Source: an optimization exercise on an open RTL-to-GDS flow (aim: small area). Production flows keep margins and buffers that such runs may drop. Only simulation tests tie the RTL to the original design; equivalence was not proved. The clock port is modelled as an ideal driver; clocking choices that lean on that would not hold on a real chip.

## v20
==> flow/design.v (excerpt) <==
module rp_acq (
    input clk,
    input rst_n,
    input [31:0] gpio_data,
    input [13:0] adc_dat_a_in,
    input ext_trig,
    output [7:0] led_o,
    output [31:0] BRAM_write_address,
    output [31:0] BRAM_write_data,
    output [3:0] BRAM_wren
);
    reg c_st;             
    reg c_prev;           
    reg c_start;          
    reg [23:0] samples;
    reg [23:0] reps;
    reg [5:0] hops;       
    wire [23:0] gd = gpio_data[23:0] & {24{rst_n}};
    wire cmd_s = c_st & (gpio_data[30:25] == 6'b111110);
    wire cmd_r = c_st & (gpio_data[30:25] == 6'b111111);
    wire cmd_h = c_st & (gpio_data[30:25] == 6'b111101);
    always @(posedge clk) begin
        c_prev <= rst_n & gpio_data[31];
        c_st <= rst_n & ~c_st & (gpio_data[31] ^ c_prev);
        c_start <= rst_n & c_st & (gpio_data[30:24] == 7'b0000001);
        if (cmd_s | ~rst_n) samples <= gd;
        if (cmd_r | ~rst_n) reps <= gd;
        if (cmd_h | ~rst_n) hops <= gd[5:0];
    end
    reg [1:0] st;
    reg last_trig;
    reg [2:0] pc;         
    reg [23:0] slat;      
    reg [23:0] rcn;       
    reg [13:0] xr;        
    reg [24:0] widx;      
    wire run = st[1] & st[0];
    wire [25:0] wc;
    wire [24:0] winc;
    assign wc[0] = 1'b1;
    genvar gi;
    generate for (gi = 0; gi < 25; gi = gi + 1) begin : g_winc
        assign winc[gi] = widx[gi] ^ wc[gi];
        assign wc[gi + 1] = widx[gi] & wc[gi];
    end endgenerate
    wire last = (winc[23:0] == slat);
    wire rdc = run & last;
    wire [24:0] rb;
    wire [23:0] rnext;
    assign rb[0] = 1'b1;
    generate for (gi = 0; gi < 24; gi = gi + 1) begin : g_rdec
        assign rnext[gi] = rcn[gi] ^ (rb[gi] & rdc);
  ...
Size in the first run: roughly 1100 cells after synthesis, about 130 I/O pins, roughly 12000 um^2 of cells after synthesis.
==> flow/config.mk <==
export PLATFORM = sky130hd
export DESIGN_NAME = rp_acq
export DESIGN_NICKNAME = rp_acq
export VERILOG_FILES = /design/flow/design.v
export SDC_FILE = /design/flow/constraint.sdc
export NUM_CORES = 8
export LEC_CHECK = 0
export ABC_AREA = 1
export CAP_MARGIN = 10
export CORE_MARGIN = 2
export CORE_UTILIZATION = 40
export GPL_ROUTABILITY_DRIVEN = 0
export GPL_TIMING_DRIVEN = 0
export PLACE_DENSITY = 0.92
export SETUP_SLACK_MARGIN = 0.1
export SLEW_MARGIN = 10
==> flow/constraint.sdc <==
create_clock -name core_clock -period 8.0 [get_ports {clk}]
set_input_delay 1.6000 -clock core_clock [delete_from_list [all_inputs] [get_ports {clk}]]
set_output_delay 1.6000 -clock core_clock [all_outputs]
set_load 0.01 [all_outputs]
standard.sh (not shown) runs the stock make flow with config.mk's settings and CLKGATE_MAP_FILE= SYNTH_SCRIPT=/design/flow/synth_recipe.tcl, a recipe that flattens the netlist after the stock synthesis.
==> flow/flow/run.sh <==
#!/bin/bash
# Own layout flow: the standard synthesis, then the combinational logic
# between the standard synthesis's registers and adder cells is re-mapped for
# area with ABC (registers, full and half adders and tie cells are kept as
# they are), then the standard layout with a minimum-size buffer on every
# port.  Each tool writes its full output to a log file in this folder.
set -euo pipefail
W=$PWD
F=$W/flow
R=$W/orfs/results/${FLOW_PLATFORM}/rp_acq/base
YOSYS=${FLOW_HOME}/../tools/install/yosys/bin/yosys
[ -x "$YOSYS" ] || YOSYS=yosys
LIB=${FLOW_HOME}/platforms/${FLOW_PLATFORM}/lib/sky130_fd_sc_hd__tt_025C_1v80.lib

bash standard.sh synth > $W/log_1_standard_synth.log 2>&1
cp $R/1_2_yosys.v $W/standard_synth.v

python3 $F/reopt.py $W/standard_synth.v $W/reopt_in.v > $W/log_2_reopt_py.log 2>&1
bash $F/reopt.sh $W/reopt_in.v $W/reopt_out.v $W > $W/log_3_reopt.log 2>&1
cp $W/reopt_out.v $R/1_2_yosys.v

CTS="-sink_clustering_enable -repair_clock_nets -dont_use_dummy_load -buf_list sky130_fd_sc_hd__clkbuf_8 -sink_clustering_size 20 -sink_clustering_max_diameter 40"
MK=(BUFFER_PORTS_ARGS="-buffer_cell sky130_fd_sc_hd__buf_1" CTS_ARGS="$CTS")
bash standard.sh "${MK[@]}" cts > $W/log_4_standard_to_cts.log 2>&1
CTS_ODB=$R/4_cts.odb CTS_BIG=50 CTS_SMALL=25 openroad -no_init -exit $F/cts_resize.tcl > $W/log_5_cts_resize.log 2>&1
bash standard.sh "${MK[@]}" finish > $W/log_6_standard_layout.log 2>&1
Other scripts of this flow, unchanged in this note and not shown: flow/flow/cts_resize.tcl, flow/flow/libfunc.py, flow/flow/reopt.py, flow/flow/reopt.sh, flow/flow/reopt_est.tcl
v20 did not stop at any stage, and its layout met the timing, design-rule and antenna checks.
### v20 -> v19
- a change of PLACE_DENSITY from 0.92 to 0.8
==> comparison <==
Overall track demand over capacity in global routing on v19 is down relative to v20. The met3 global-route usage in v19 sits 1.3 points below the value recorded for v20. Comparing v19 and v20, the lower non-clock buffer count is on v19. Wire: v19 routes less than v20. v19 gives less routing usage on met2 than v20 did. v19 ends up with a maximum operating frequency that is 1.4% higher than in v20. On design area, v19 and v20 are basically level. Comparing v19 and v20, critical path arrival is lower on v19. Against v20 as the reference, v19 delivers a lower count of vias placed by the detailed router.
--- input diff v19..v37 ---
- a deleted PLACE_DENSITY that had been 0.8
Notes after the runs:
Ratio of final minimum period to clock period ended up 1.4 points lower on v37 than on v19. In the reports for v37 and v19, the smaller number of cell instances on the worst register-to-register path belongs to v19. First-iteration detailed-routing DRC count, v37 vs v19: down by more than a quarter. Routed wire length in v37 is about 1.3% below v19. Against v19 as the reference, v37 delivers a higher first-pass GRT wire length.
### v37 -> v33
- GPL_ROUTABILITY_DRIVEN removed (was 0)
[summary]
v33 vs v37, number of fillers in the final layout went down by 1.8%. Cell area after placement: v37 and v33 compared, lower one is v33. [compare] base=v37 new=v33: met1 layer wirelength in the final routing now larger; ratio of routed vias to standard cells up about 1.1%. Cmp v37 and v33 / worst path setup slack after routing / higher: v37. Going from v37 to v33, pin count of the biggest net entering global routing +2; total number of multi-input combinational cells ~0 delta; synthesis-to-finish area growth ~0 delta.

-- afterwards: timing with drivers on the ports --
The flow's constraints put no driver on any port. The routed layouts listed below were extracted and timed again, unchanged, in two steps.
Step 1 (the two cells are an assumption about what drives the block):
set clk [get_ports {clk}]
set_driving_cell -lib_cell sky130_fd_sc_hd__clkbuf_16 $clk
set_driving_cell -lib_cell sky130_fd_sc_hd__buf_2 [delete_from_list [all_inputs] $clk]
Step 2 moves the port delays by t, midway between the first and last clock arrival at a register: inputs arrive t later, outputs are due t later. That takes back most of the time a late clock gives input paths.
Slacks: ideal ports / drivers / drivers and shift; pairs: ideal ports / drivers.
run	t (ns)	setup slack, ns	worst slew at a driven data input, ns	pins driven straight from the clock port
v20	0.508	0.355 / 0.355 / 0.355	0.04	1
v19	0.509	0.462 / 0.462 / 0.462	0.04	1
v37	0.506	0.572 / 0.572 / 0.572	0.05	1
v33	0.510	0.459 / 0.459 / 0.459	0.06	1
After both steps setup and hold are still met in every run listed.
